This is an optimization exercise on Yosys and OpenROAD, whose aim is small area, not a production implementation.
In this exercise RTL edits were held to simulation tests only and were not proved equivalent to the original.

==> flow/design.v <==
module Top(
	input i_clk,
	input i_rst,
	input i_start,
	input [31:0] i_init,
	output [3:0] o_random_out,
	output o_idle
);
  localparam M = 20;
  logic [31:0] s;
  logic        c;
  logic        raw;
  logic        idle;
  logic [8:0]  r;
  logic [5:0]  q;
  logic [3:0]  show;
  assign o_random_out = show;
  assign o_idle = idle;
  wire [31:0] ns = ~s;
  wire        nc = ~c;
  wire        hi_ones = &s[30:M];
  wire        a = s[31] ^ (c & hi_ones);
  wire        ones = (&s[M-1:1]) & (&s[30:M+1]) & (s[M] ^ c);
  wire        corner = ones & (s[0] | a);
  wire        e1  = a & ~raw;
  wire        ne1 = ~e1;
  wire        t31 = raw ? s[31] : (c & hi_ones);
  wire [31:0] prod;
  wire        prod_c;
  wire ys1 = ~(ns[0] ^ e1);
  wire yc2 = ns[0] | e1;
  wire ys3 = ns[1] ^ e1 ^ yc2;
  wire yc4 = (ns[1] & e1) | (yc2 & (ns[1] ^ e1));
  wire ys5 = ns[2] ^ e1 ^ yc4;
  wire yc6 = (ns[2] & e1) | (yc4 & (ns[2] ^ e1));
  wire ys7 = s[0] ^ ns[3] ^ yc6;
  wire yc8 = (s[0] & ns[3]) | (yc6 & (s[0] ^ ns[3]));
  wire ys9 = s[1] ^ ns[4] ^ yc8;
  wire yc10 = (s[1] & ns[4]) | (yc8 & (s[1] ^ ns[4]));
  wire ys11 = s[2] ^ ns[5] ^ yc10;
  wire yc12 = (s[2] & ns[5]) | (yc10 & (s[2] ^ ns[5]));
  wire ys13 = s[3] ^ ns[6];
  wire yc14 = s[3] & ns[6];
  wire ys15 = s[4] ^ ns[7] ^ yc14;
  wire yc16 = (s[4] & ns[7]) | (yc14 & (s[4] ^ ns[7]));
  wire ys17 = s[5] ^ ns[8] ^ yc16;
  wire yc18 = (s[5] & ns[8]) | (yc16 & (s[5] ^ ns[8]));
  wire ys19 = s[6] ^ ns[9] ^ yc18;
  wire yc20 = (s[6] & ns[9]) | (yc18 & (s[6] ^ ns[9]));
  wire ys21 = s[7] ^ ns[10] ^ yc20;
  wire yc22 = (s[7] & ns[10]) | (yc20 & (s[7] ^ ns[10]));
  wire ys23 = s[8] ^ ns[11] ^ yc22;
  wire yc24 = (s[8] & ns[11]) | (yc22 & (s[8] ^ ns[11]));
  wire ys25 = s[9] ^ ns[12] ^ yc24;
  wire yc26 = (s[9] & ns[12]) | (yc24 & (s[9] ^ ns[12]));
  wire ys27 = s[10] ^ ns[13];
  wire yc28 = s[10] & ns[13];
  wire ys29 = s[11] ^ ns[14] ^ yc28;
  wire yc30 = (s[11] & ns[14]) | (yc28 & (s[11] ^ ns[14]));
  wire ys31 = s[12] ^ ns[15] ^ yc30;
  wire yc32 = (s[12] & ns[15]) | (yc30 & (s[12] ^ ns[15]));
  wire ys33 = s[13] ^ ns[16] ^ yc32;
  wire yc34 = (s[13] & ns[16]) | (yc32 & (s[13] ^ ns[16]));
  wire ys35 = s[14] ^ ns[17] ^ yc34;
  wire yc36 = (s[14] & ns[17]) | (yc34 & (s[14] ^ ns[17]));
  wire ys37 = s[15] ^ ns[18] ^ yc36;
  wire yc38 = (s[15] & ns[18]) | (yc36 & (s[15] ^ ns[18]));
  wire ys39 = s[16] ^ ns[19] ^ yc38;
  wire yc40 = (s[16] & ns[19]) | (yc38 & (s[16] ^ ns[19]));
  wire ys41 = s[17] ^ ns[20] ^ yc40;
  wire yc42 = (s[17] & ns[20]) | (yc40 & (s[17] ^ ns[20]));
  wire ys43 = s[18] ^ ns[21] ^ yc42;
  wire yc44 = (s[18] & ns[21]) | (yc42 & (s[18] ^ ns[21]));
  wire ys45 = s[19] ^ ns[22] ^ yc44;
  wire yc46 = (s[19] & ns[22]) | (yc44 & (s[19] ^ ns[22]));
  wire ys47 = s[20] ^ ns[23] ^ yc46;
  wire yc48 = (s[20] & ns[23]) | (yc46 & (s[20] ^ ns[23]));
  wire ys49 = s[21] ^ ns[24] ^ yc48;
  wire yc50 = (s[21] & ns[24]) | (yc48 & (s[21] ^ ns[24]));
  wire ys51 = s[22] ^ ns[25] ^ yc50;
  wire yc52 = (s[22] & ns[25]) | (yc50 & (s[22] ^ ns[25]));
  wire ys53 = s[23] ^ ns[26] ^ yc52;
  wire yc54 = (s[23] & ns[26]) | (yc52 & (s[23] ^ ns[26]));
  wire ys55 = s[24] ^ ns[27] ^ yc54;
  wire yc56 = (s[24] & ns[27]) | (yc54 & (s[24] ^ ns[27]));
  wire ys57 = s[25] ^ ns[28] ^ yc56;
  wire yc58 = (s[25] & ns[28]) | (yc56 & (s[25] ^ ns[28]));
  wire ys59 = s[26] ^ ns[29] ^ yc58;
  wire yc60 = (s[26] & ns[29]) | (yc58 & (s[26] ^ ns[29]));
  wire ys61 = s[27] ^ ns[30] ^ yc60;
  wire yc62 = (s[27] & ns[30]) | (yc60 & (s[27] ^ ns[30]));
  wire ys63 = ~(s[28] ^ yc62);
  wire y0_ = ys1;
  wire y1_ = ys3;
  wire y2_ = ys5;
  wire y3_ = ys7;
  wire y4_ = ys9;
  wire y5_ = ys11;
  wire y6_ = ys13;
  wire y7_ = ys15;
  wire y8_ = ys17;
  wire y9_ = ys19;
  wire y10_ = ys21;
  wire y11_ = ys23;
  wire y12_ = ys25;
  wire y13_ = ys27;
  wire y14_ = ys29;
  wire y15_ = ys31;
  wire y16_ = ys33;
  wire y17_ = ys35;
  wire y18_ = ys37;
  wire y19_ = ys39;
  wire y20_ = ys41;
  wire y21_ = ys43;
  wire y22_ = ys45;
  wire y23_ = ys47;
  wire y24_ = ys49;
  wire y25_ = ys51;
  wire y26_ = ys53;
  wire y27_ = ys55;
  wire y28_ = ys57;
  wire y29_ = ys59;
  wire y30_ = ys61;
  wire y31_ = ys63;
  wire yk6_ = yc12;
  wire yk13_ = yc26;
  wire ps65 = ns[0] ^ ne1 ^ y5_;
  wire pc66 = (ns[0] & ne1) | (y5_ & (ns[0] ^ ne1));
  wire ps67 = ns[1] ^ y6_ ^ y0_;
  wire pc68 = (ns[1] & y6_) | (y0_ & (ns[1] ^ y6_));
  wire ps69 = ps67 ^ yk6_ ^ pc66;
  wire pc70 = (ps67 & yk6_) | (pc66 & (ps67 ^ yk6_));
  wire ps71 = ns[2] ^ y7_ ^ pc68;
  wire pc72 = (ns[2] & y7_) | (pc68 & (ns[2] ^ y7_));
  wire ps73 = y1_ ^ ps71 ^ pc70;
  wire pc74 = (y1_ & ps71) | (pc70 & (y1_ ^ ps71));
  wire ps75 = ns[3] ^ y8_ ^ pc72;
  wire pc76 = (ns[3] & y8_) | (pc72 & (ns[3] ^ y8_));
  wire ps77 = y2_ ^ ps75 ^ pc74;
  wire pc78 = (y2_ & ps75) | (pc74 & (y2_ ^ ps75));
  wire ps79 = ns[4] ^ y9_ ^ pc76;
  wire pc80 = (ns[4] & y9_) | (pc76 & (ns[4] ^ y9_));
  wire ps81 = y3_ ^ ps79 ^ pc78;
  wire pc82 = (y3_ & ps79) | (pc78 & (y3_ ^ ps79));
  wire ps83 = ns[5] ^ y10_ ^ pc80;
  wire pc84 = (ns[5] & y10_) | (pc80 & (ns[5] ^ y10_));
  wire ps85 = y4_ ^ ps83 ^ pc82;
  wire pc86 = (y4_ & ps83) | (pc82 & (y4_ ^ ps83));
  wire ps87 = ns[6] ^ y11_ ^ pc84;
  wire pc88 = (ns[6] & y11_) | (pc84 & (ns[6] ^ y11_));
  wire ps89 = y5_ ^ ps87 ^ pc86;
  wire pc90 = (y5_ & ps87) | (pc86 & (y5_ ^ ps87));
  wire ps91 = ns[7] ^ y6_ ^ y12_;
  wire pc92 = (ns[7] & y6_) | (y12_ & (ns[7] ^ y6_));
  wire ps93 = ps91 ^ yk6_ ^ pc88;
  wire pc94 = (ps91 & yk6_) | (pc88 & (ps91 ^ yk6_));
  wire ps95 = ns[8] ^ y13_ ^ y7_;
  wire pc96 = (ns[8] & y13_) | (y7_ & (ns[8] ^ y13_));
  wire ps97 = ps95 ^ yk13_ ^ pc92;
  wire pc98 = (ps95 & yk13_) | (pc92 & (ps95 ^ yk13_));
  wire ps99 = s[0] ^ ns[9] ^ y14_;
  wire pc100 = (s[0] & ns[9]) | (y14_ & (s[0] ^ ns[9]));
  wire ps101 = y8_ ^ pc96 ^ ps99;
  wire pc102 = (y8_ & pc96) | (ps99 & (y8_ ^ pc96));
  wire ps103 = e1 ^ ps101 ^ pc98;
  wire pc104 = (e1 & ps101) | (pc98 & (e1 ^ ps101));
  wire ps105 = s[1] ^ ns[10] ^ y15_;
  wire pc106 = (s[1] & ns[10]) | (y15_ & (s[1] ^ ns[10]));
  wire ps107 = pc100 ^ y9_ ^ pc102;
  wire pc108 = (pc100 & y9_) | (pc102 & (pc100 ^ y9_));
  wire ps109 = ps105 ^ ps107 ^ pc104;
  wire pc110 = (ps105 & ps107) | (pc104 & (ps105 ^ ps107));
  wire ps111 = s[2] ^ ns[11] ^ y16_;
  wire pc112 = (s[2] & ns[11]) | (y16_ & (s[2] ^ ns[11]));
  wire ps113 = pc106 ^ y10_ ^ pc108;
  wire pc114 = (pc106 & y10_) | (pc108 & (pc106 ^ y10_));
  wire ps115 = ps111 ^ ps113 ^ pc110;
  wire pc116 = (ps111 & ps113) | (pc110 & (ps111 ^ ps113));
  wire ps117 = s[3] ^ ns[12] ^ y17_;
  wire pc118 = (s[3] & ns[12]) | (y17_ & (s[3] ^ ns[12]));
  wire ps119 = pc112 ^ y11_ ^ pc114;
  wire pc120 = (pc112 & y11_) | (pc114 & (pc112 ^ y11_));
  wire ps121 = ps117 ^ ps119 ^ pc116;
  wire pc122 = (ps117 & ps119) | (pc116 & (ps117 ^ ps119));
  wire ps123 = s[4] ^ ns[13] ^ y18_;
  wire pc124 = (s[4] & ns[13]) | (y18_ & (s[4] ^ ns[13]));
  wire ps125 = pc118 ^ y12_ ^ pc120;
  wire pc126 = (pc118 & y12_) | (pc120 & (pc118 ^ y12_));
  wire ps127 = ps123 ^ ps125 ^ pc122;
  wire pc128 = (ps123 & ps125) | (pc122 & (ps123 ^ ps125));
  wire ps129 = s[5] ^ ns[14] ^ y13_;
  wire pc130 = (s[5] & ns[14]) | (y13_ & (s[5] ^ ns[14]));
  wire ps131 = ps129 ^ yk13_ ^ y19_;
  wire pc132 = (ps129 & yk13_) | (y19_ & (ps129 ^ yk13_));
  wire ps133 = pc124 ^ pc126 ^ ps131;
  wire pc134 = (pc124 & pc126) | (ps131 & (pc124 ^ pc126));
  wire ps135 = s[6] ^ c ^ ns[15];
  wire pc136 = (s[6] & c) | (ns[15] & (s[6] ^ c));
  wire ps137 = ps135 ^ y14_ ^ pc130;
  wire pc138 = (ps135 & y14_) | (pc130 & (ps135 ^ y14_));
  wire ps139 = ps137 ^ y20_ ^ pc132;
  wire pc140 = (ps137 & y20_) | (pc132 & (ps137 ^ y20_));
  wire ps141 = s[7] ^ c ^ ns[16];
  wire pc142 = (s[7] & c) | (ns[16] & (s[7] ^ c));
  wire ps143 = pc136 ^ ps141 ^ y15_;
  wire pc144 = (pc136 & ps141) | (y15_ & (pc136 ^ ps141));
  wire ps145 = pc138 ^ ps143 ^ y21_;
  wire pc146 = (pc138 & ps143) | (y21_ & (pc138 ^ ps143));
  wire ps147 = s[8] ^ c ^ ns[17];
  wire pc148 = (s[8] & c) | (ns[17] & (s[8] ^ c));
  wire ps149 = pc142 ^ ps147 ^ y16_;
  wire pc150 = (pc142 & ps147) | (y16_ & (pc142 ^ ps147));
  wire ps151 = pc144 ^ ps149 ^ y22_;
  wire pc152 = (pc144 & ps149) | (y22_ & (pc144 ^ ps149));
  wire ps153 = s[9] ^ ns[18] ^ pc148;
  wire pc154 = (s[9] & ns[18]) | (pc148 & (s[9] ^ ns[18]));
  wire ps155 = ps153 ^ y17_ ^ pc150;
  wire pc156 = (ps153 & y17_) | (pc150 & (ps153 ^ y17_));
  wire ps157 = ps155 ^ y23_ ^ pc152;
  wire pc158 = (ps155 & y23_) | (pc152 & (ps155 ^ y23_));
  wire ps159 = s[10] ^ ns[19] ^ pc154;
  wire pc160 = (s[10] & ns[19]) | (pc154 & (s[10] ^ ns[19]));
  wire ps161 = ps159 ^ y18_ ^ pc156;
  wire pc162 = (ps159 & y18_) | (pc156 & (ps159 ^ y18_));
  wire ps163 = ps161 ^ y24_ ^ pc158;
  wire pc164 = (ps161 & y24_) | (pc158 & (ps161 ^ y24_));
  wire ps165 = s[11] ^ c ^ ns[20];
  wire pc166 = (s[11] & c) | (ns[20] & (s[11] ^ c));
  wire ps167 = ps165 ^ pc160 ^ y19_;
  wire pc168 = (ps165 & pc160) | (y19_ & (ps165 ^ pc160));
  wire ps169 = pc162 ^ ps167 ^ y25_;
  wire pc170 = (pc162 & ps167) | (y25_ & (pc162 ^ ps167));
  wire ps171 = s[12] ^ ns[21] ^ pc166;
  wire pc172 = (s[12] & ns[21]) | (pc166 & (s[12] ^ ns[21]));
  wire ps173 = ps171 ^ y20_ ^ pc168;
  wire pc174 = (ps171 & y20_) | (pc168 & (ps171 ^ y20_));
  wire ps175 = ps173 ^ y26_ ^ pc170;
  wire pc176 = (ps173 & y26_) | (pc170 & (ps173 ^ y26_));
  wire ps177 = s[13] ^ c ^ ns[22];
  wire pc178 = (s[13] & c) | (ns[22] & (s[13] ^ c));
  wire ps179 = ps177 ^ pc172 ^ y21_;
  wire pc180 = (ps177 & pc172) | (y21_ & (ps177 ^ pc172));
  wire ps181 = pc174 ^ ps179 ^ y27_;
  wire pc182 = (pc174 & ps179) | (y27_ & (pc174 ^ ps179));
  wire ps183 = s[14] ^ c ^ ns[23];
  wire pc184 = (s[14] & c) | (ns[23] & (s[14] ^ c));
  wire ps185 = pc178 ^ ps183 ^ y22_;
  wire pc186 = (pc178 & ps183) | (y22_ & (pc178 ^ ps183));
  wire ps187 = pc180 ^ ps185 ^ y28_;
  wire pc188 = (pc180 & ps185) | (y28_ & (pc180 ^ ps185));
  wire ps189 = s[15] ^ ns[24] ^ pc184;
  wire pc190 = (s[15] & ns[24]) | (pc184 & (s[15] ^ ns[24]));
  wire ps191 = ps189 ^ y23_ ^ pc186;
  wire pc192 = (ps189 & y23_) | (pc186 & (ps189 ^ y23_));
  wire ps193 = ps191 ^ y29_ ^ pc188;
  wire pc194 = (ps191 & y29_) | (pc188 & (ps191 ^ y29_));
  wire ps195 = s[16] ^ ns[25] ^ pc190;
  wire pc196 = (s[16] & ns[25]) | (pc190 & (s[16] ^ ns[25]));
  wire ps197 = ps195 ^ y24_ ^ pc192;
  wire pc198 = (ps195 & y24_) | (pc192 & (ps195 ^ y24_));
  wire ps199 = ps197 ^ y30_ ^ pc194;
  wire pc200 = (ps197 & y30_) | (pc194 & (ps197 ^ y30_));
  wire ps201 = s[17] ^ ns[26] ^ pc196;
  wire ps203 = t31 ^ ps201 ^ y25_;
  wire ps205 = pc198 ^ ps203 ^ y31_;
  wire ps207 = ps93 ^ pc90;
  wire pc208 = ps93 & pc90;
  wire ps209 = ps97 ^ pc94 ^ pc208;
  wire pc210 = (ps97 & pc94) | (pc208 & (ps97 ^ pc94));
  wire ps211 = ps103 ^ pc210;
  wire pc212 = ps103 & pc210;
  wire ps213 = ps109 ^ pc212;
  wire pc214 = ps109 & pc212;
  wire ps215 = ps115 ^ pc214;
  wire pc216 = ps115 & pc214;
  wire ps217 = ps121 ^ pc216;
  wire pc218 = ps121 & pc216;
  wire ps219 = ps127 ^ pc218;
  wire pc220 = ps127 & pc218;
  wire ps221 = ps133 ^ pc128 ^ pc220;
  wire pc222 = (ps133 & pc128) | (pc220 & (ps133 ^ pc128));
  wire ps223 = pc134 ^ ps139;
  wire pc224 = pc134 & ps139;
  wire ps225 = pc140 ^ pc224 ^ ps145;
  wire pc226 = (pc140 & pc224) | (ps145 & (pc140 ^ pc224));
  wire ps227 = pc146 ^ ps151 ^ pc226;
  wire pc228 = (pc146 & ps151) | (pc226 & (pc146 ^ ps151));
  wire ps229 = ps157 ^ pc228;
  wire pc230 = ps157 & pc228;
  wire ps231 = pc230 ^ ps163;
  wire pc232 = pc230 & ps163;
  wire ps233 = pc164 ^ pc232 ^ ps169;
  wire pc234 = (pc164 & pc232) | (ps169 & (pc164 ^ pc232));
  wire ps235 = ps175 ^ pc234;
  wire pc236 = ps175 & pc234;
  wire ps237 = pc176 ^ pc236 ^ ps181;
  wire pc238 = (pc176 & pc236) | (ps181 & (pc176 ^ pc236));
  wire ps239 = pc182 ^ ps187 ^ pc238;
  wire pc240 = (pc182 & ps187) | (pc238 & (pc182 ^ ps187));
  wire ps241 = ps193 ^ pc240;
  wire pc242 = ps193 & pc240;
  wire ps243 = pc242 ^ ps199;
  wire pc244 = pc242 & ps199;
  wire ps245 = pc200 ^ ps205 ^ pc244;
  assign prod = {ps245, ps243, ps241, ps239, ps237, ps235, ps233, ps231, ps229, ps227, ps225, ps223, ps221, ps219, ps217, ps215, ps213, ps211, ps209, ps207, ps89, ps85, ps81, ps77, ps73, ps69, ps65, y4_, y3_, y2_, y1_, y0_};
  assign prod_c = pc222;
  wire        ovr = corner & ~raw;
  wire [31:0] s_next = ovr ? ((a & s[0]) ? 32'd16807 : 32'd0) : prod;
  wire        c_next = prod_c & ~ovr;
  localparam [23:0] HM = {24{1'b1}} << M;
  localparam [23:0] MK = ~(24'd1 << M);
  wire        inc24 = c & (&(s[23:0] | ~HM));
  wire        low_ones = (&(s[23:0] | ~MK)) & (s[M] ^ c);
  wire        cy24 = inc24 | (a & low_ones);
  wire [3:0]  num = corner ? 4'd0 : (s[27:24] + {3'd0, cy24});
  wire r0 = (r == 9'd0);
  wire rlast = (r == 9'd33);
  wire [8:0] r_step = {r[7:0], ~(r[8] ^ r[4])};
  logic hq;
  always_comb begin
    hq = 1'b0;
    if (q >= 6'd1 && q <= 6'd20) hq = 1'b1;
    if (q >= 6'd22 && q <= 6'd40 && !q[0]) hq = 1'b1;
    if (q == 6'd45 || q == 6'd50 || q == 6'd55 || q == 6'd60) hq = 1'b1;
  end
  wire endpt = r0 & (q == 6'd20 || q == 6'd40 || q == 6'd60);
  wire fin   = r0 & (q == 6'd60);
  wire sample = ~idle & r0 & hq;
  wire clr = idle | (i_start & ~endpt);
  always_ff @(posedge i_clk) begin
    if (~i_rst) begin
      s <= i_init;
      c <= 1'b0;
      raw <= 1'b1;
      idle <= 1'b1;
      show <= 4'd0;
    end else begin
      s <= s_next;
      c <= c_next;
      raw <= 1'b0;
      idle <= idle ? ~i_start : fin;
      if (sample) show <= num;
    end
  end
  wire [5:0] qt;
  assign qt[0] = rlast;
  genvar gi;
  generate for (gi = 1; gi < 6; gi = gi + 1) begin : g_qt
    assign qt[gi] = qt[gi-1] & q[gi-1];
  end endgenerate
  always_ff @(posedge i_clk) begin
    r <= (clr | rlast) ? 9'd0 : r_step;
    q <= clr ? 6'd0 : (q ^ qt);
  end
endmodule
==> flow/flow/run.sh <==
#!/bin/bash
# Layout flow: the standard synthesis, then a netlist pass (flow/fixinv.py)
# that sets cells to their smallest drive strength and removes inverters
# around full adders (function unchanged, registers untouched), then the
# standard ORFS flow with minimum-size port buffers and a clock tree
# without dummy balancing loads.
set -euo pipefail
R=orfs/results/${FLOW_PLATFORM}/Top/base
LIB=${FLOW_HOME}/platforms/${FLOW_PLATFORM}/lib/sky130_fd_sc_hd__tt_025C_1v80.lib
bash standard.sh synth > synth_make.log 2>&1
python3 flow/fixinv.py "$R/1_2_yosys.v" "$R/1_2_yosys.fixinv.v" --downsize "$LIB" > fixinv.log 2>&1
cp "$R/1_2_yosys.v" "$R/1_2_yosys.orig.v"
cp "$R/1_2_yosys.fixinv.v" "$R/1_2_yosys.v"
rm -f "$R/1_synth.odb" "$R/1_synth.sdc"
export BUFFER_PORTS_ARGS="-buffer_cell sky130_fd_sc_hd__buf_1"
export CTS_ARGS="-sink_clustering_enable -repair_clock_nets -dont_use_dummy_load -buf_list sky130_fd_sc_hd__clkbuf_8"
bash standard.sh finish > layout_make.log 2>&1
==> flow/flow/fixinv.py <==
#!/usr/bin/env python3
"""Removes inverters around full adders in a Yosys netlist.

A full adder is self-dual: FA(~a, ~b, ~c) = (~sum, ~cout). Yosys's extract_fa
often builds adders whose inputs and outputs pass through inverters. This
script treats every inverter as a literal (net, phase), chooses for every
full adder whether to flip it (feed it complemented inputs, which
complements both outputs), and then re-inserts one inverter per net whose
complement is still needed. The netlist's function is unchanged; registers
and all other cells are kept as they are.

With --downsize LIB, every cell is first set to the smallest drive strength
of its family in the liberty file (the layout's repair steps size cells up
where timing or slew needs it).

usage: fixinv.py in.v out.v [--downsize LIB]
"""
import re, sys, random

OUTPINS = {"X", "Y", "Q", "Q_N", "SUM", "COUT", "HI", "LO"}
src = open(sys.argv[1]).read()
if "--downsize" in sys.argv:
    lib = open(sys.argv[sys.argv.index("--downsize") + 1]).read()
    area = {m.group(1): float(m.group(2)) for m in re.finditer(
        r'cell\s*\(\s*"?(sky130_fd_sc_hd__\w+)"?\s*\)\s*\{.*?area\s*:\s*([\d.]+)', lib, re.S)}
    fam = {}
    for c, a in area.items():
        mm = re.match(r"(.*)_(\d+)$", c)
        if mm: fam.setdefault(mm.group(1), []).append((a, 0 if mm.group(2) == "1" else 1, c))
    def small(c):
        mm = re.match(r"(.*)_(\d+)$", c)
        if not mm or mm.group(1) not in fam: return c
        return min(fam[mm.group(1)])[2]
    nd = [0]
    def rep(m):
        c = small(m.group(1))
        if c != m.group(1): nd[0] += 1
        return m.group(0).replace(m.group(1), c, 1)
    src = re.sub(r"^\s*(sky130_fd_sc_hd__\w+)\s", rep, src, flags=re.M)
    sys.stderr.write(f"fixinv: downsized {nd[0]} cells\n")
inst_re = re.compile(r"^(\s*)(sky130_fd_sc_hd__\w+)\s+(\S+)\s*\((.*?)\);\n", re.S | re.M)
pin_re = re.compile(r"\.(\w+)\(\s*(.*?)\s*\)(?=\s*[,)]|\s*$)", re.S)

insts = []
for m in inst_re.finditer(src):
    body = m.group(4)
    pins = [(p, n.strip()) for p, n in re.findall(r"\.(\w+)\(([^()]*)\)", body)]
    insts.append({"span": m.span(), "type": m.group(2), "name": m.group(3), "pins": pins})

def is_inv(t): return re.match(r"sky130_fd_sc_hd__(inv|clkinv)_\d+$", t) is not None
def is_fa(t): return re.match(r"sky130_fd_sc_hd__fa_\d+$", t) is not None

# literal of a net: follow inverter chains to a non-inverter driver
inv_of = {}            # inverter output net -> input net
for it in insts:
    if is_inv(it["type"]):
        d = dict(it["pins"]); inv_of[d["Y"]] = d["A"]
def lit(n):
    ph = 0
    seen = 0
    while n in inv_of:
        n = inv_of[n]; ph ^= 1; seen += 1
        if seen > 1000: raise SystemExit("inverter loop")
    return (n, ph)

fas = [it for it in insts if is_fa(it["type"])]
others = [it for it in insts if not is_inv(it["type"])]
fa_out = {}            # base net -> fa index (nets driven by FA outputs)
for i, it in enumerate(fas):
    for p, n in it["pins"]:
        if p in OUTPINS: fa_out[n] = i

# consumers: list of (inst, pin, literal); FA inputs depend on flip
# ports: output port nets must be driven with their literal
port_outs = []
hdr = src[:src.index(");") + 2]
m = re.search(r"module\s+\w+\s*\((.*?)\);", src, re.S)
outs_decl = re.findall(r"^\s*output\s+(\[\d+:\d+\])?\s*(\w+);", src, re.M)
out_nets = set()
for rng, name in outs_decl:
    if rng:
        a, b = map(int, rng[1:-1].split(":"))
        for k in range(min(a, b), max(a, b) + 1): out_nets.add(f"{name}[{k}]")
    else:
        out_nets.add(name)
# a net that is an output port and driven by an inverter: keep it as is
cons = []   # (kind, idx, pin, literal)
for i, it in enumerate(insts):
    if is_inv(it["type"]):
        d = dict(it["pins"])
        if d["Y"] in out_nets:
            cons.append(("port", i, "Y", lit(d["Y"])))
        continue
    for p, n in it["pins"]:
        if p in OUTPINS: continue
        cons.append(("fa" if is_fa(it["type"]) else "cell", i, p, lit(n)))

fa_index = {id(it): k for k, it in enumerate(fas)}
def phys_phase(base, flip):
    k = fa_out.get(base)
    return flip[k] if k is not None else 0

def needed(flip):
    need = set()
    for kind, i, p, (base, ph) in cons:
        req = ph
        if kind == "fa":
            req ^= flip[fa_index[id(insts[i])]]
        if req != phys_phase(base, flip):
            need.add(base)
    return need

def descend(flip):
    best = len(needed(flip))
    improved = True
    while improved:
        improved = False
        for k in range(len(fas)):
            flip[k] ^= 1
            c = len(needed(flip))
            if c < best:
                best = c; improved = True
            else:
                flip[k] ^= 1
        if not improved:
            for k in range(len(fas)):
                for l in range(k + 1, len(fas)):
                    flip[k] ^= 1; flip[l] ^= 1
                    c = len(needed(flip))
                    if c < best:
                        best = c; improved = True
                        break
                    flip[k] ^= 1; flip[l] ^= 1
                if improved: break
    return best

random.seed(1)
flip = [0] * len(fas)
start = len(needed(flip))
best = descend(flip)
bestflip = list(flip)
for it in range(40):
    f2 = list(bestflip)
    for k in random.sample(range(len(fas)), max(1, len(fas) // 8)):
        f2[k] ^= 1
    c = descend(f2)
    if c < best:
        best, bestflip = c, f2
flip = bestflip
need = needed(flip)
def esc(n): return n + " " if n.startswith("\\") else n
invnet = {}
newwires = []
newinsts = []
for k, base in enumerate(sorted(need)):
    nn = f"fixinv_n{k}"
    invnet[base] = nn
    newwires.append(f"  wire {nn};\n")
    newinsts.append(f"  sky130_fd_sc_hd__inv_1 fixinv_i{k} (\n    .A({esc(base)}),\n    .Y({nn})\n  );\n")

def net_for(base, req, flip):
    if req == phys_phase(base, flip): return base
    return invnet[base]

# rewrite instances
out = []
pos = 0
ci = 0
cons_by = {}
for kind, i, p, l in cons:
    cons_by[(i, p)] = (kind, l)
for i, it in enumerate(insts):
    a, b = it["span"]
    out.append(src[pos:a]); pos = b
    if is_inv(it["type"]):
        d = dict(it["pins"])
        if d["Y"] in out_nets:
            base, ph = lit(d["Y"])
            n = net_for(base, ph, flip)
            # drive the port with a buffer-free inverter pair is avoided: use inverter of the literal's complement
            if n == base:
                # need: port = literal(base, ph) and base carries ph physically -> port must equal base
                out.append(f"  sky130_fd_sc_hd__buf_1 {it['name']} (\n    .A({esc(base)}),\n    .X({esc(d['Y'])})\n  );\n")
            else:
                out.append(f"  sky130_fd_sc_hd__inv_1 {it['name']} (\n    .A({esc(base)}),\n    .Y({esc(d['Y'])})\n  );\n")
        continue
    pins = []
    fl = flip[fa_index[id(it)]] if is_fa(it["type"]) else 0
    for p, n in it["pins"]:
        if p in OUTPINS:
            pins.append((p, n)); continue
        kind, (base, ph) = cons_by[(i, p)]
        pins.append((p, net_for(base, ph ^ fl, flip)))
    body = ",\n".join(f"    .{p}({esc(n)})" for p, n in pins)
    out.append(f"  {it['type']} {it['name']} (\n{body}\n  );\n")
out.append(src[pos:])
res = "".join(out)
# declare new wires after the last wire declaration, new cells before endmodule
idx = res.rfind("endmodule")
res = res[:idx] + "".join(newinsts) + res[idx:]
m = list(re.finditer(r"^\s*wire .*;\n", res, re.M))[-1]
res = res[:m.end()] + "".join(newwires) + res[m.end():]
open(sys.argv[2], "w").write(res)
ninv0 = sum(1 for it in insts if is_inv(it["type"]))
sys.stderr.write(f"fixinv: {len(fas)} full adders, {sum(flip)} flipped; inverters {ninv0} -> {len(need)}\n")
==> flow/standard.sh <==
#!/bin/bash
# synth_recipe.tcl (not shown) runs the flow's synth.tcl, then flattens the netlist and writes it again
# the make line also repeats each setting of config.mk as NAME=value (left out here)
make -C /OpenROAD-flow-scripts/flow DESIGN_CONFIG=/design/flow/config.mk WORK_HOME=/design/flow/orfs CLKGATE_MAP_FILE= SYNTH_SCRIPT=/design/flow/synth_recipe.tcl "${@:-finish}"
==> flow/config.mk <==
export PLATFORM = sky130hd
export DESIGN_NAME = Top
export DESIGN_NICKNAME = Top
export VERILOG_FILES = /design/flow/design.v
export SDC_FILE = /design/flow/constraint.sdc
export NUM_CORES = 4
export LEC_CHECK = 0
export CAP_MARGIN = 20
export CORE_MARGIN = 2
export CORE_UTILIZATION = 40
export GPL_TIMING_DRIVEN = 0
export SLEW_MARGIN = 20
==> flow/constraint.sdc <==
create_clock -name core_clock -period 12.0 [get_ports {i_clk}]
set_input_delay 2.4000 -clock core_clock [delete_from_list [all_inputs] [get_ports {i_clk}]]
set_output_delay 2.4000 -clock core_clock [all_outputs]
set_load 0.01 [all_outputs]
==> results of run 1 <==
sequential cells by signal, summed over array words and instances, names as in the netlist:
| name | flops |
|---|---|
| c | 1 |
| idle | 1 |
| q | 6 |
| r | 9 |
| raw | 1 |
| s | 32 |
| show | 4 |
cell type report:
cell class / instances / area share
buffer: 9 / 0.00685
clock buffer: 5 / 0.0140
inverter: 44 / 0.0335
multi-input combinational: 250 / 0.661
sequential: 54 / 0.219
tap: 140 / 0.0355
timing repair buffer: 39 / 0.0297
cell usage in the layout, fill, tap and decap left out, types with 2 or more instances in the layout:
master and count:
sky130_fd_sc_hd__a21oi_1 2, sky130_fd_sc_hd__a221o_1 7, sky130_fd_sc_hd__a22o_1 23, sky130_fd_sc_hd__a31oi_1 3, sky130_fd_sc_hd__and2_1 10, sky130_fd_sc_hd__and3_1 8, sky130_fd_sc_hd__buf_1 42, sky130_fd_sc_hd__clkbuf_1 6
sky130_fd_sc_hd__clkbuf_8 5, sky130_fd_sc_hd__dfxtp_1 54, sky130_fd_sc_hd__fa_1 103, sky130_fd_sc_hd__ha_1 23, sky130_fd_sc_hd__inv_1 44, sky130_fd_sc_hd__nand2_1 3, sky130_fd_sc_hd__nand3_1 6, sky130_fd_sc_hd__nand4_1 8
sky130_fd_sc_hd__nor2_1 4, sky130_fd_sc_hd__nor3_1 5, sky130_fd_sc_hd__nor4_1 3, sky130_fd_sc_hd__o21ai_1 4, sky130_fd_sc_hd__o2bb2ai_1 6, sky130_fd_sc_hd__or2_1 2, sky130_fd_sc_hd__xnor2_1 13, sky130_fd_sc_hd__xor2_1 3
stage by stage:
stage	utilization	std cells	worst slack, ps
after CTS	0.450	541	2430
after detailed placement	0.444	536	2490
after global placement	0.443	536	2490
after floorplan	-	357	3110
after global routing	0.451	541	1930
final	0.451	541	2450
path summary, 6_finish.rpt:
| kind | depth (start not counted) | to | startpoint |
|---|---|---|---|
| max | 28 | s[19]$_DFF_P_ | c$_SDFF_PN0_ |
| min | 1 | r[8]$_SDFF_PP0_ | r[7]$_SDFF_PP0_ |
| max reg2reg | 28 | s[19]$_DFF_P_ | c$_SDFF_PN0_ |
| min reg2reg | 1 | r[8]$_SDFF_PP0_ | r[7]$_SDFF_PP0_ |
routing by layer:
| metal | vias up | global-route usage |
|---|---|---|
| met4 | 0 | 0.0455 |
| met5 | - | 0 |
| met3 | 11 | 0.0312 |
| li1 | 1289 | - |
| met2 | 70 | 0.309 |
| met1 | 1469 | 0.287 |
==> implementation parameters, run 1 <==
Parameter                              Value

Outcome
  Status    complete, no violations

Drt
  Total via count in the routed design    2,839
  DRT met1 WL    around 5 mm
  Remaining antenna violation count after routing    0
  Final Routed Wirelength    about 11 mm
  Uppermost layer routed    met4
  Count of TritonRoute iterations in the first routing pass    4
  Violation count after the first detailed-routing iteration    about 100
  Routed met2 length    approximately 5.0 mm
  Met3 WL post-DR    around 450 um
  Vias/cell    5.25
  WL per Instance    19.6 um
  Remaining DRCs    0

Timing
  Final hold violation count    0
  Count of final max-slew check failures    0
  Worst Skew    23.3 ps
  Aggregate negative setup slack    0 ps
  Actual slew at the worst max-slew pin    868 ps
  Final hold slack    473 ps
  Final clock period utilization by the worst path    0.796
  Max_slew headroom    0.418
  Max Fclk    0.105 GHz
  Shortest period the worst path allows    9550 ps
  Final Setup Violations    0
  Setup repair after global routing missed its margin    no

Floorplanning
  Floorplan die area    12,200 um2
  Starting Density    0.414
  # IOs    40
  CORE AREA    10,900 um2
  Width of the chip    110 um
  Number of rows created at floorplan    38
  Die outline height    110 um

Yosys
  Post-Syn Area    between 4000 and 5000 um2
  Synth Area per Inst    12.7 um2
  Mapped Cells    357
  Synth warn    1

Worst setup path
  Required time of the worst setup path    about 12,000 ps
  Critical path endpoint category    flip-flop
  Cell seen most often among critical-path stages    sky130_fd_sc_hd__fa_1
  Worst reg2reg setup slack    2450 ps
  Maximum fanout along the worst path    8
  Slowest stage cell on the critical path    sky130_fd_sc_hd__dfxtp_1
  Worst setup SP type    flip-flop
  Critical setup path kind    flip-flop to flip-flop
  Critical path's largest stage delay    700 ps
  Crit path buf inv count    2
  Family with the most delay on the worst path    adder cells
  Worst endpoint data arrival time    9790 ps

Clock network
  Post-CTS clock slew at the launch and capture registers of the worst setup and hold paths    110 ps
  Hold_buf cts    0
  TritonCTS clock tree    yes
  Number of clock buffers inserted by TritonCTS    5
  Latest clock arrival within the worst-skew pair    320 ps
  Number of cells upsized or downsized after cts    0
  Num Clock Sinks    54
  Number of setup buffers added after CTS    0
  Number of buffers on the longest clock path    2
  Number of levels in the clock H-tree    2
  Clock root buffer    sky130_fd_sc_hd__clkbuf_8

Global routing
  Pin count of the biggest net entering global routing    20
  Number of global-route vias before repair    3,246
  Sum of overflow across all layers after global routing    0
  Initial antenna violation count    0
  Global-route wire length before repair    17.2 mm
  Total global routing track utilization    0.196

Place
  HPWL after detailed placement    about 8.7 mm
  Final RePlAce weighted congestion    0.921
  Placement Cell Area    between 4000 and 5000 um2
  Number of port buffers    39

Finish
  Area of all placed cells without fillers    4930 um2
  Total inserted antenna cells    0
  Storage cell area    1080 um2
  Number of fill cells    1,039
  Fraction of final layout cells sized beyond drive strength 1    0.0175
  Total number of nets in the final design    564
  Area of the multi-input gates    3260 um2
  Area Growth Syn to Fin    8.87%

Job
  Max capacitance violation total    0

Hold path
  Worst hold path class    flip-flop to flip-flop
==> inputs of run 2 (changes only) <==
--- a/flow/design.v
+++ b/flow/design.v
@@ -313,5 +313,6 @@
   wire        low_ones = (&(s[23:0] | ~MK)) & (s[M] ^ c);
   wire        cy24 = inc24 | (a & low_ones);
-  wire [3:0]  num = corner ? 4'd0 : (s[27:24] + {3'd0, cy24});
+  wire [3:0]  ninc = {cy24 & s[24] & s[25] & s[26], cy24 & s[24] & s[25], cy24 & s[24], cy24};
+  wire [3:0]  num = corner ? 4'd0 : (s[27:24] ^ ninc);
   wire r0 = (r == 9'd0);
   wire rlast = (r == 9'd33);
==> run 2 against run 1 <==
Final cell count down 0.55%. Critical path depth rose by 1. First-iteration DRC count up 9.6%. Die area shrank 0.29%. Hold slack worse by 20 ps. Core utilization shrank 0.23 points. Global-route usage about the same. Clock skew rose by 6.1 ps. Critical path type unchanged.
==> implementation parameters, run 2 <==
Parameter                              Value

Outcome
  Status    complete, no violations

Worst setup path
  Required time of the worst setup path    12,230 ps (about the same)
  Cell seen most often among critical-path stages    sky130_fd_sc_hd__fa_1
  Worst flop-to-flop path startpoint    c$_SDFF_PN0_
  Critical path endpoint category    flip-flop
  Setup crit end    s[19]$_DFF_P_
  Slowest stage cell on the critical path    sky130_fd_sc_hd__dfxtp_1
  Crit Reg-Reg Endpoint    s[19]$_DFF_P_
  Worst reg2reg setup slack    2240 ps (-210 ps)
  Worst endpoint data arrival time    9990 ps (+200 ps)
  Count of cells along the worst register-to-register path    29 (+3.6%)
  Critical setup path kind    flip-flop to flip-flop
  Crit path from    c$_SDFF_PN0_
  Worst setup SP type    flip-flop
  Critical path's largest stage delay    710 ps (about the same)
  Maximum fanout along the worst path    8 (unchanged)

Yosys
  Mapped Cells    354 (-0.84%)
  Post-Syn Area    4510 um2 (-0.30%)
  Synth warn    1 (unchanged)
  Synth Area per Inst    12.8 um2 (+0.54%)

Timing
  Max_slew headroom    0.476 (+0.0585)
  Final hold violation count    0 (unchanged)
  Setup slack of the critical path after layout    2240 ps (-210 ps)
  Worst Skew    29.4 ps (+6.09 ps)
  Shortest period the worst path allows    9760 ps (+210 ps)
  Final clock period utilization by the worst path    0.813 (+0.0175)
  Count of final max-slew check failures    0 (unchanged)
  Max Fclk    0.102 GHz (-2.2%)
  Actual slew at the worst max-slew pin    786 ps (-82.5 ps)
  Setup repair after global routing missed its margin    no
  Final Setup Violations    0 (unchanged)
  Aggregate negative setup slack    0 ps (unchanged)

Clock network
  Number of clock buffers inserted by TritonCTS    5 (unchanged)
  Number of levels in the clock H-tree    2 (unchanged)
  Hold_buf cts    0 (unchanged)
  TritonCTS clock tree    yes
  Latest clock arrival within the worst-skew pair    320 ps (about the same)
  Clock root buffer    sky130_fd_sc_hd__clkbuf_8
  Num Clock Sinks    54 (unchanged)
  Number of cells upsized or downsized after cts    0 (unchanged)
  Number of buffers on the longest clock path    2 (unchanged)
  Number of setup buffers added after CTS    0 (unchanged)
  Post-CTS clock slew at the launch and capture registers of the worst setup and hold paths    120 ps (about the same)

Finish
  Fraction of final layout cells sized beyond drive strength 1    0.0126 (-0.00489)
  Area of the multi-input gates    3230 um2 (-1.0%)
  Largest regs    s x32, r x9, q x6
  Number of flip-flops in the largest register    32 (unchanged)
  Register with the highest flop count    s
  Total number of nets in the final design    562 (-0.35%)
  Most common cell after layout, fill and taps aside    sky130_fd_sc_hd__fa_1
  Non-filler instance count after layout    538 (-0.55%)
  Number of fill cells    1,045 (+0.58%)
  Area Growth Syn to Fin    8.65%
  Commonest cells after routing, fill and taps aside    sky130_fd_sc_hd__fa_1 (103), sky130_fd_sc_hd__dfxtp_1 (54), sky130_fd_sc_hd__inv_1 (45)
  Storage cell area    1080 um2 (unchanged)
  Total inserted antenna cells    0 (unchanged)

Drt
  Vias/cell    5.30 (+0.91%)
  Remaining DRCs    0 (unchanged)
  Remaining antenna violation count after routing    0 (unchanged)
  Count of TritonRoute iterations in the first routing pass    5 (+1)
  Total via count in the routed design    2,849 (+0.35%)
  WL per Instance    19.3 um (-1.5%)
  Violation count after the first detailed-routing iteration    114 (+9.6%)
  Final Routed Wirelength    10.4 mm (-2.1%)

Job
  Max capacitance violation total    0 (unchanged)

Hold path
  Worst hold path class    flip-flop to flip-flop

Global routing
  Pin count of the biggest net entering global routing    20 (unchanged)
  Initial antenna violation count    0 (unchanged)
  Sum of overflow across all layers after global routing    0 (unchanged)
  Total global routing track utilization    0.196 (-0.000428)
  Global-route wire length before repair    17.3 mm (+0.52%)
  Number of global-route vias before repair    3,191 (-1.7%)

Place
  HPWL after detailed placement    8.65 mm (-0.76%)
  Number of port buffers    39 (unchanged)
  Final RePlAce weighted congestion    0.896 (-2.7%)
  Cell count after placement    533 (-0.56%)
  Minimum setup slack after placement    2270 ps (-219 ps)

Floorplanning
  Floorplan die area    12,200 um2 (-0.29%)
  # IOs    40 (unchanged)
  Number of rows created at floorplan    38 (unchanged)
  CORE AREA    10,900 um2 (unchanged)
  Die outline height    110 um (-0.14%)
  Starting Density    0.413 (-0.00126)
  Width of the chip    110 um (-0.14%)
[run 2: cell count changes in the layout (fill, tap and decap cells not counted), sizes merged, moves of 2 or more]
cell / previous run / this run
or2: 2 / 0
xnor2: 13 / 11
a21oi: 2 / 0
nand4: 8 / 6
o31ai: 2 / 0
o22ai: 0 / 2
nor3: 5 / 2
[run 2: how the worst min path moves through the flow]
stage	start	end	slack, ps	depth (start not counted)
CTS	r[7]$_SDFF_PP0_	r[8]$_SDFF_PP0_	460	1
floorplan	r[1]$_SDFF_PP0_	r[2]$_SDFF_PP0_	430	1
global placement	r[3]$_SDFF_PP0_	r[4]$_SDFF_PP0_	440	1
global route	r[7]$_SDFF_PP0_	r[8]$_SDFF_PP0_	460	1
detailed placement	r[3]$_SDFF_PP0_	r[4]$_SDFF_PP0_	460	1
finish	r[7]$_SDFF_PP0_	r[8]$_SDFF_PP0_	450	1
[run 2: cell type report]
class	count	area share
buffer	10	0.00765
clock buffer	5	0.0140
inverter	45	0.0344
multi-input combinational	245	0.658
sequential	54	0.220
tap	140	0.0357
timing repair buffer	39	0.0298
[run 2: per-stage QoR]
step | cell area [um2] | util | hold WS, ps
after floorplan | 4510 | - | 430
after global placement | 4840 | 0.442 | 439
after detailed placement | 4840 | 0.442 | 456
after CTS | 4900 | 0.449 | 458
after global routing | 4900 | 0.449 | 463
final | 4900 | 0.449 | 453
[run 2: layer usage]
metal | wire (um) | GRT usage
met4 | 96 | 0.0313
met5 | 0 | 0
met3 | 637 | 0.0400
met1 | 4690 | 0.289
met2 | 4960 | 0.305
[run 2: critical path, delay by kind of cell, from the launching register on]
kind / cells / cell delay (ps)
adders and majority gates: 21 / 7600
and+or+nand+nor: 3 / 850
DFF: 1 / 710
buffers and inverters: 3 / 260
xor gates and xnor gates: 1 / 170
AOI/OAI and AO/OA: 1 / 110
==> inputs of run 3 (changes only) <==
--- a/flow/flow/run.sh
+++ b/flow/flow/run.sh
@@ -14,4 +14,4 @@
 rm -f "$R/1_synth.odb" "$R/1_synth.sdc"
 export BUFFER_PORTS_ARGS="-buffer_cell sky130_fd_sc_hd__buf_1"
-export CTS_ARGS="-sink_clustering_enable -repair_clock_nets -dont_use_dummy_load -buf_list sky130_fd_sc_hd__clkbuf_8"
+export CTS_ARGS="-sink_clustering_enable -sink_clustering_size 20 -sink_clustering_max_diameter 100 -repair_clock_nets -dont_use_dummy_load -buf_list sky130_fd_sc_hd__clkbuf_8"
 bash standard.sh finish > layout_make.log 2>&1
==> run 3 against run 2 <==
Still clean. Critical path depth is the same. Synthesized cell count is the same. Flip-flop and latch count is the same.
==> implementation parameters, run 3 <==
Parameter                              Value

Floorplanning
  Starting Density    0.413 (unchanged)
  Floorplan die area    12,200 um2 (unchanged)
  Number of rows created at floorplan    38 (unchanged)
  Width of the chip    110 um (unchanged)
  Die outline height    110 um (unchanged)
  # IOs    40 (unchanged)
  CORE AREA    10,900 um2 (unchanged)

Worst setup path
  Cell seen most often among critical-path stages    sky130_fd_sc_hd__fa_1
  Required time of the worst setup path    12,230 ps (about the same)
  Worst endpoint data arrival time    9990 ps (about the same)
  Critical path's largest stage delay    710 ps (about the same)
  Maximum fanout along the worst path    8 (unchanged)
  Critical path endpoint category    flip-flop
  Critical setup path kind    flip-flop to flip-flop
  Worst setup SP type    flip-flop
  Slowest stage cell on the critical path    sky130_fd_sc_hd__dfxtp_1

Finish
  Most common cell after layout, fill and taps aside    sky130_fd_sc_hd__fa_1
  Area Growth Syn to Fin    8.65% (unchanged)
  Fraction of final layout cells sized beyond drive strength 1    0.0126 (unchanged)
  Utilization after layout    0.449 (unchanged)
  Total inserted antenna cells    0 (unchanged)
  Non-filler instance count after layout    538 (unchanged)
  Number of fill cells    1,045 (unchanged)
  Register with the highest flop count    s
  Commonest cells after routing, fill and taps aside    sky130_fd_sc_hd__fa_1 (103), sky130_fd_sc_hd__dfxtp_1 (54), sky130_fd_sc_hd__inv_1 (45)
  Total number of nets in the final design    562 (unchanged)
  Largest regs    s x32, r x9, q x6
  Number of flip-flops in the largest register    32 (unchanged)

Place
  Cell count after placement    533 (unchanged)
  Minimum setup slack after placement    2270 ps (unchanged)
  Final RePlAce weighted congestion    0.896 (unchanged)
  HPWL after detailed placement    8.65 mm (unchanged)
  Number of port buffers    39 (unchanged)

Timing
  Aggregate negative setup slack    0 ps (unchanged)
  Actual slew at the worst max-slew pin    786 ps (unchanged)
  Worst Skew    29.4 ps (unchanged)
  Final hold violation count    0 (unchanged)
  Setup repair after global routing missed its margin    no
  Max_slew headroom    0.476 (unchanged)
  Count of final max-slew check failures    0 (unchanged)
  Max Fclk    0.102 GHz (unchanged)
  Shortest period the worst path allows    9760 ps (unchanged)
  Final Setup Violations    0 (unchanged)
  Setup slack of the critical path after layout    2240 ps (unchanged)
  Final clock period utilization by the worst path    0.813 (unchanged)

Drt
  Count of TritonRoute iterations in the first routing pass    5 (unchanged)
  Vias/cell    5.30 (unchanged)
  Final Routed Wirelength    10.4 mm (unchanged)
  Remaining DRCs    0 (unchanged)
  Violation count after the first detailed-routing iteration    114 (unchanged)
  WL per Instance    19.3 um (unchanged)
  Total via count in the routed design    2,849 (unchanged)
  Remaining antenna violation count after routing    0 (unchanged)

Yosys
  Mapped Cells    354 (unchanged)
  Post-Syn Area    4510 um2 (unchanged)
  Synth Area per Inst    12.8 um2 (unchanged)
  Synth warn    1 (unchanged)

Hold path
  Worst hold path class    flip-flop to flip-flop

Clock network
  Post-CTS clock slew at the launch and capture registers of the worst setup and hold paths    120 ps (about the same)
  Num Clock Sinks    54 (unchanged)
  Number of cells upsized or downsized after cts    0 (unchanged)
  Number of setup buffers added after CTS    0 (unchanged)
  Number of levels in the clock H-tree    2 (unchanged)
  Number of clock buffers inserted by TritonCTS    5 (unchanged)
  TritonCTS clock tree    yes
  Number of buffers on the longest clock path    2 (unchanged)
  Clock root buffer    sky130_fd_sc_hd__clkbuf_8
  Latest clock arrival within the worst-skew pair    320 ps (about the same)
  Hold_buf cts    0 (unchanged)

Global routing
  Initial antenna violation count    0 (unchanged)
  Total global routing track utilization    0.196 (unchanged)
  Number of global-route vias before repair    3,191 (unchanged)
  Global-route wire length before repair    17.3 mm (unchanged)
  Pin count of the biggest net entering global routing    20 (unchanged)
  Sum of overflow across all layers after global routing    0 (unchanged)

Outcome
  Status    complete, no violations

Job
  Max capacitance violation total    0 (unchanged)
[run 3: path summary, 6_finish.rpt]
kind                   start  cells after the start  slack (ps)               to
max             c$_SDFF_PN0_                     29        2240    s[19]$_DFF_P_
min          r[7]$_SDFF_PP0_                      1         450  r[8]$_SDFF_PP0_
min reg2reg  r[7]$_SDFF_PP0_                      1         450  r[8]$_SDFF_PP0_
max reg2reg     c$_SDFF_PN0_                     29        2240    s[19]$_DFF_P_
[run 3: final cells by class]
| cell class | count | area [um2] | area share |
|---|---|---|---|
| Inverter | 45 | 169 | 0.0344 |
| Tap cell | 140 | 175 | 0.0357 |
| Multi-Input combinational cell | 245 | 3230 | 0.658 |
| Sequential cell | 54 | 1080 | 0.220 |
| Buffer | 10 | 37.5 | 0.00765 |
| Timing Repair Buffer | 39 | 146 | 0.0298 |
| Clock buffer | 5 | 68.8 | 0.0140 |
[run 3: metrics by stage]
step	hold slack [ps]	instance area, um2
floorplan	430	4510
global placement	439	4840
detailed placement	456	4840
CTS	458	4900
global route	463	4900
finish	453	4900
[run 3: critical path: cells and delay by family, from the launching register on]
| kind | cells | cell delay, ps |
|---|---|---|
| AOI/OAI and AO/OA | 1 | 110 |
| xor gates and xnor gates | 1 | 170 |
| adders and majority gates | 21 | 7600 |
| buffers and inverters | 3 | 260 |
| DFF | 1 | 710 |
| and+or+nand+nor | 3 | 850 |
[run 3: layer usage]
metal  share of wire  GRT usage  vias up  wire [um]
li1                -          -     1274          -
met1            0.45      0.289     1470       4690
met2            0.48      0.305       91       4960
met3           0.061     0.0400       14        637
met4          0.0092     0.0313        0         96
met5               0          0        -          0
==> inputs of run 4 (changes only) <==
--- a/flow/flow/run.sh
+++ b/flow/flow/run.sh
@@ -4,5 +4,6 @@
 # around full adders (function unchanged, registers untouched), then the
 # standard ORFS flow with minimum-size port buffers and a clock tree
-# without dummy balancing loads.
+# without dummy balancing loads; the buffers ABC inserted are removed at
+# floorplan (the repair steps add buffers where needed).
 set -euo pipefail
 R=orfs/results/${FLOW_PLATFORM}/Top/base
@@ -14,4 +15,5 @@
 rm -f "$R/1_synth.odb" "$R/1_synth.sdc"
 export BUFFER_PORTS_ARGS="-buffer_cell sky130_fd_sc_hd__buf_1"
-export CTS_ARGS="-sink_clustering_enable -sink_clustering_size 20 -sink_clustering_max_diameter 100 -repair_clock_nets -dont_use_dummy_load -buf_list sky130_fd_sc_hd__clkbuf_8"
+export REMOVE_ABC_BUFFERS=1
+export CTS_ARGS="-sink_clustering_enable -sink_clustering_size 30 -sink_clustering_max_diameter 300 -repair_clock_nets -dont_use_dummy_load -buf_list sky130_fd_sc_hd__clkbuf_8"
 bash standard.sh finish > layout_make.log 2>&1
==> run 4 against run 3 <==
Global-route usage decreased by 1.6 points. Critical path depth unchanged. Clock-buffer cell count unchanged. Via count decreased by 2.9%. Flip-flop and latch count unchanged. Final area decreased by 0.18%. Clock skew decreased by 11 ps. Core utilization decreased by 0.080 points. Area after synthesis unchanged. Synthesized cell count unchanged. Hold slack improved by 7.2 ps. Highest routed layer unchanged.
==> implementation parameters, run 4 <==
Parameter                              Value

Worst setup path
  Critical path endpoint category    flip-flop
  Worst endpoint data arrival time    9960 ps (-30 ps)
  Required time of the worst setup path    12,230 ps (about the same)
  Maximum fanout along the worst path    8 (unchanged)
  Crit path buf inv count    3 (unchanged)
  Family with the most delay on the worst path    adder cells
  Critical path's largest stage delay    680 ps (-30 ps)
  Critical setup path kind    flip-flop to flip-flop
  Cell seen most often among critical-path stages    sky130_fd_sc_hd__fa_1
  Slowest stage cell on the critical path    sky130_fd_sc_hd__dfxtp_1
  Worst setup SP type    flip-flop
  Worst reg2reg setup slack    2280 ps (+40 ps)

Drt
  Routed met2 length    4.59 mm (-7.4%)
  Vias/cell    5.23 (-1.3%)
  Count of TritonRoute iterations in the first routing pass    4 (-1)
  WL per Instance    18.0 um (-6.9%)
  Total via count in the routed design    2,766 (-2.9%)
  DRT met1 WL    4.48 mm (-4.5%)
  Met3 WL post-DR    353 um (-45%)
  Violation count after the first detailed-routing iteration    78 (-32%)
  Remaining antenna violation count after routing    0 (unchanged)
  Final Routed Wirelength    9.50 mm (-8.5%)
  Remaining DRCs    0 (unchanged)
  Uppermost layer routed    met4

Floorplanning
  Number of rows created at floorplan    38 (unchanged)
  Width of the chip    110 um (unchanged)
  # IOs    40 (unchanged)
  Floorplan die area    12,200 um2 (unchanged)
  CORE AREA    10,900 um2 (unchanged)
  Die outline height    110 um (unchanged)
  Starting Density    0.413 (unchanged)

Clock network
  Num Clock Sinks    54 (unchanged)
  Number of buffers on the longest clock path    2 (unchanged)
  TritonCTS clock tree    yes
  Number of cells upsized or downsized after cts    0 (unchanged)
  Number of setup buffers added after CTS    0 (unchanged)
  Post-CTS clock slew at the launch and capture registers of the worst setup and hold paths    110 ps (about the same)
  Latest clock arrival within the worst-skew pair    320 ps (about the same)
  Number of levels in the clock H-tree    2 (unchanged)
  Clock root buffer    sky130_fd_sc_hd__clkbuf_8
  Number of clock buffers inserted by TritonCTS    5 (unchanged)
  Hold_buf cts    0 (unchanged)

Finish
  Total inserted antenna cells    0 (unchanged)
  Most common cell after layout, fill and taps aside    sky130_fd_sc_hd__fa_1
  Fraction of final layout cells sized beyond drive strength 1    0.0180 (+0.00543)
  Area Growth Syn to Fin    8.45%
  Largest regs    s x32, r x9, q x6
  Commonest cells after routing, fill and taps aside    sky130_fd_sc_hd__fa_1 (103), sky130_fd_sc_hd__dfxtp_1 (54), sky130_fd_sc_hd__inv_1 (45)
  Register with the highest flop count    s
  Number of flip-flops in the largest register    32 (unchanged)
  Utilization after layout    0.448 (-0.000801)
  Total number of nets in the final design    553 (-1.6%)

Timing
  Worst Skew    18.2 ps (-11.2 ps)
  Count of final max-slew check failures    0 (unchanged)
  Max_slew headroom    0.433 (-0.0434)
  Final clock period utilization by the worst path    0.810 (-0.00320)
  Final hold violation count    0 (unchanged)
  Aggregate negative setup slack    0 ps (unchanged)
  Max Fclk    0.103 GHz (+0.40%)
  Setup repair after global routing missed its margin    no
  Shortest period the worst path allows    9720 ps (-38.3 ps)
  Final Setup Violations    0 (unchanged)
  Actual slew at the worst max-slew pin    851 ps (+65.1 ps)

Outcome
  Status    complete, no violations

Yosys
  Mapped Cells    354 (unchanged)
  Synth Area per Inst    12.8 um2 (unchanged)
  Post-Syn Area    4510 um2 (unchanged)
  Synth warn    1 (unchanged)

Global routing
  Initial antenna violation count    0 (unchanged)
  Pin count of the biggest net entering global routing    27 (+35%)
  Sum of overflow across all layers after global routing    0 (unchanged)
  Global-route wire length before repair    16.1 mm (-6.9%)
  Total global routing track utilization    0.180 (-0.0156)
  Number of global-route vias before repair    3,128 (-2.0%)

Place
  HPWL after detailed placement    8.00 mm (-7.6%)
  Number of port buffers    39 (unchanged)
  Final RePlAce weighted congestion    0.862 (-3.8%)

Hold path
  Worst hold path class    flip-flop to flip-flop

Job
  Max capacitance violation total    0 (unchanged)
[run 4: metrics by stage]
step	cells	setup slack (ps)	hold slack (ps)	area (um2)
2_1_floorplan	344	3030	430	4480
3_3_place_gp	523	2330	446	4800
3_5_place_dp	524	2250	449	4830
4_1_cts	529	2220	456	4890
5_1_grt	529	1720	461	4900
6_report	529	2280	460	4900
[run 4: final timing paths]
| kind | startpoint | end | cells after the start |
|---|---|---|---|
| worst max-delay path | c$_SDFF_PN0_ | s[19]$_DFF_P_ | 29 |
| worst min-delay path | r[1]$_SDFF_PP0_ | r[2]$_SDFF_PP0_ | 1 |
| worst max register to register | c$_SDFF_PN0_ | s[19]$_DFF_P_ | 29 |
| worst min register to register | r[1]$_SDFF_PP0_ | r[2]$_SDFF_PP0_ | 1 |
[run 4: cell type report]
cell class,count,area [um2]
inverters,45,169
fillers,1050,6040
flip-flops and latches,54,1080
clock buffers,5,68.8
repair buffers,40,174
well taps,140,175
multi-input cells,245,3230
[run 4: per-layer routing]
| layer | global-route usage | vias up |
|---|---|---|
| met4 | 0.0357 | 0 |
| met3 | 0.0364 | 6 |
| met1 | 0.257 | 1451 |
| met5 | 0 | - |
| met2 | 0.288 | 50 |
| li1 | - | 1259 |
==> inputs of run 5 (changes only) <==
--- a/flow/flow/run.sh
+++ b/flow/flow/run.sh
@@ -16,4 +16,4 @@
 export BUFFER_PORTS_ARGS="-buffer_cell sky130_fd_sc_hd__buf_1"
 export REMOVE_ABC_BUFFERS=1
-export CTS_ARGS="-sink_clustering_enable -sink_clustering_size 30 -sink_clustering_max_diameter 300 -repair_clock_nets -dont_use_dummy_load -buf_list sky130_fd_sc_hd__clkbuf_8"
+export CTS_ARGS="-sink_clustering_enable -sink_clustering_size 60 -sink_clustering_max_diameter 500 -repair_clock_nets -dont_use_dummy_load -buf_list sky130_fd_sc_hd__clkbuf_16"
 bash standard.sh finish > layout_make.log 2>&1
==> run 5 against run 4 <==
Worst setup slack better by 5.9 ps. Via count grew 0.25%. Die area stayed put. Critical endpoint unchanged.
==> implementation parameters, run 5 <==
Parameter                              Value

Outcome
  Status    complete, no violations

Drt
  Total via count in the routed design    2,773 (+0.25%)
  WL per Instance    18.0 um (+0.31%)
  Violation count after the first detailed-routing iteration    87 (+12%)
  Final Routed Wirelength    9.53 mm (+0.31%)
  Count of TritonRoute iterations in the first routing pass    4 (unchanged)
  Remaining DRCs    0 (unchanged)
  Remaining antenna violation count after routing    0 (unchanged)
  Vias/cell    5.24 (+0.25%)

Timing
  Shortest period the worst path allows    9720 ps (-5.91 ps)
  Max Fclk    0.103 GHz (about the same)
  Count of final max-slew check failures    0 (unchanged)
  Final Setup Violations    0 (unchanged)
  Setup slack of the critical path after layout    2280 ps (+5.91 ps)
  Max_slew headroom    0.437 (+0.00398)
  Worst Skew    16.6 ps (-1.61 ps)
  Actual slew at the worst max-slew pin    845 ps (-5.97 ps)
  Aggregate negative setup slack    0 ps (unchanged)
  Final hold violation count    0 (unchanged)
  Setup repair after global routing missed its margin    no
  Final clock period utilization by the worst path    0.810 (about the same)

Worst setup path
  Worst setup SP type    flip-flop
  Maximum fanout along the worst path    8 (unchanged)
  Cell seen most often among critical-path stages    sky130_fd_sc_hd__fa_1
  Slowest stage cell on the critical path    sky130_fd_sc_hd__dfxtp_1
  Required time of the worst setup path    12,210 ps (-20 ps)
  Critical path endpoint category    flip-flop
  Worst endpoint data arrival time    9930 ps (-30 ps)
  Critical setup path kind    flip-flop to flip-flop
  Critical path's largest stage delay    670 ps (about the same)
  Count of cells along the worst register-to-register path    29 (unchanged)

Floorplanning
  Width of the chip    110 um (unchanged)
  Number of rows created at floorplan    38 (unchanged)
  # IOs    40 (unchanged)
  CORE AREA    10,900 um2 (unchanged)
  Die outline height    110 um (unchanged)
  Floorplan die area    12,200 um2 (unchanged)
  Starting Density    0.413 (unchanged)

Clock network
  Latest clock arrival within the worst-skew pair    300 ps (-20 ps)
  Number of setup buffers added after CTS    0 (unchanged)
  Clock root buffer    sky130_fd_sc_hd__clkbuf_16
  TritonCTS clock tree    yes
  Num Clock Sinks    54 (unchanged)
  Number of cells upsized or downsized after cts    0 (unchanged)
  Number of clock buffers inserted by TritonCTS    5 (unchanged)
  Number of buffers on the longest clock path    2 (unchanged)
  Hold_buf cts    0 (unchanged)
  Post-CTS clock slew at the launch and capture registers of the worst setup and hold paths    80 ps (-30 ps)
  Number of levels in the clock H-tree    2 (unchanged)

Finish
  Total inserted antenna cells    0 (unchanged)
  Utilization after layout    0.453 (+0.00515)
  Largest regs    s x32, r x9, q x6
  Commonest cells after routing, fill and taps aside    sky130_fd_sc_hd__fa_1 (103), sky130_fd_sc_hd__dfxtp_1 (54), sky130_fd_sc_hd__inv_1 (45)
  Number of flip-flops in the largest register    32 (unchanged)
  Register with the highest flop count    s
  Area Growth Syn to Fin    9.70%
  Most common cell after layout, fill and taps aside    sky130_fd_sc_hd__fa_1
  Fraction of final layout cells sized beyond drive strength 1    0.0180 (unchanged)
  Total number of nets in the final design    553 (unchanged)
  Area of all placed cells without fillers    4950 um2 (+1.1%)

Yosys
  Synth Area per Inst    12.8 um2 (unchanged)
  Post-Syn Area    4510 um2 (unchanged)
  Mapped Cells    354 (unchanged)
  Synth warn    1 (unchanged)

Hold path
  Worst hold path class    flip-flop to flip-flop
  Instance count along the most critical hold path    1 (unchanged)

Global routing
  Sum of overflow across all layers after global routing    0 (unchanged)
  Total global routing track utilization    0.182 (+0.00174)
  Pin count of the biggest net entering global routing    27 (unchanged)
  Initial antenna violation count    0 (unchanged)
  Number of global-route vias before repair    3,139 (+0.35%)
  Global-route wire length before repair    16.2 mm (+0.77%)

Place
  Minimum setup slack after placement    2250 ps (unchanged)
  Final RePlAce weighted congestion    0.862 (unchanged)
  Placement Cell Area    4830 um2 (unchanged)
  HPWL after detailed placement    8.00 mm (unchanged)
  Number of port buffers    39 (unchanged)

Job
  Max capacitance violation total    0 (unchanged)
[run 5: cell types whose count changed in the layout (fill, tap and decap cells not counted)]
cell / delta
sky130_fd_sc_hd__clkbuf_8: -5
sky130_fd_sc_hd__clkbuf_16: +5
[run 5: final cells by class]
type / instances / area [um2]
Clock buffer: 5 / 125
Fill cell: 1039 / 5980
Multi-Input combinational cell: 245 / 3230
Timing Repair Buffer: 40 / 174
Inverter: 45 / 169
Tap cell: 140 / 175
Sequential cell: 54 / 1080
[run 5: metal layers]
metal | global-route usage | routed length, um
met5 | 0 | 0
met4 | 0.0411 | 102
met3 | 0.0388 | 401
met2 | 0.292 | 4610
met1 | 0.255 | 4420
[run 5: through the flow]
step	hold WS (ps)	cells
after global routing	468	529
after CTS	459	529
after global placement	446	523
after floorplan	430	344
after detailed placement	449	524
final	454	529
[run 5: critical path, delay by kind of cell (launching register included)]
| kind | cells | cell delay, ps |
|---|---|---|
| AO/OA/AOI/OAI | 1 | 100 |
| XOR/XNOR | 1 | 160 |
| adder cells (fa/ha/maj) | 21 | 7650 |
| buffers and inverters | 3 | 240 |
| flip-flops | 1 | 670 |
| AND/OR/NAND/NOR | 3 | 810 |
[run 5: worst paths after layout]
path | start | to | slack (ps)
setup reg to reg | c$_SDFF_PN0_ | s[19]$_DFF_P_ | 2280
hold / removal | r[1]$_SDFF_PP0_ | r[2]$_SDFF_PP0_ | 450
setup / recovery | c$_SDFF_PN0_ | s[19]$_DFF_P_ | 2280
hold reg to reg | r[1]$_SDFF_PP0_ | r[2]$_SDFF_PP0_ | 450

-- port drivers added, routing unchanged --
The flow's constraints put no driver on any port. The routed layouts listed below were extracted and timed again, unchanged, in two steps.
Step 1 (the two cells are an assumption about what drives the block):
set clk [get_ports {i_clk}]
set_driving_cell -lib_cell sky130_fd_sc_hd__clkbuf_16 $clk
set_driving_cell -lib_cell sky130_fd_sc_hd__buf_2 [delete_from_list [all_inputs] $clk]
Step 2 adds t to the input delays and takes it off the output delays; t is the mean of the earliest and latest rising clock arrival at the registers after step 1. Input paths then give back, and output paths get back, about the clock's delay inside the block.
a / b / c = ideal ports / drivers / drivers and shift; a / b = the first two.
run | t, ns | setup slack, ns | worst hold slack (ns) | worst register clock-pin slew, ns
run 1 | 0.343 | 2.450 / 2.450 / 2.450 | 0.473 / 0.473 / 0.473 | 0.11 / 0.11
run 2 | 0.342 | 2.240 / 2.240 / 2.240 | 0.453 / 0.453 / 0.453 | 0.12 / 0.12
run 3 | 0.342 | 2.240 / 2.240 / 2.240 | 0.453 / 0.453 / 0.453 | 0.12 / 0.12
run 4 | 0.337 | 2.278 / 2.278 / 2.278 | 0.460 / 0.460 / 0.460 | 0.11 / 0.11
run 5 | 0.328 | 2.284 / 2.284 / 2.284 | 0.454 / 0.454 / 0.454 | 0.08 / 0.08
After both steps every run listed still meets setup and hold.
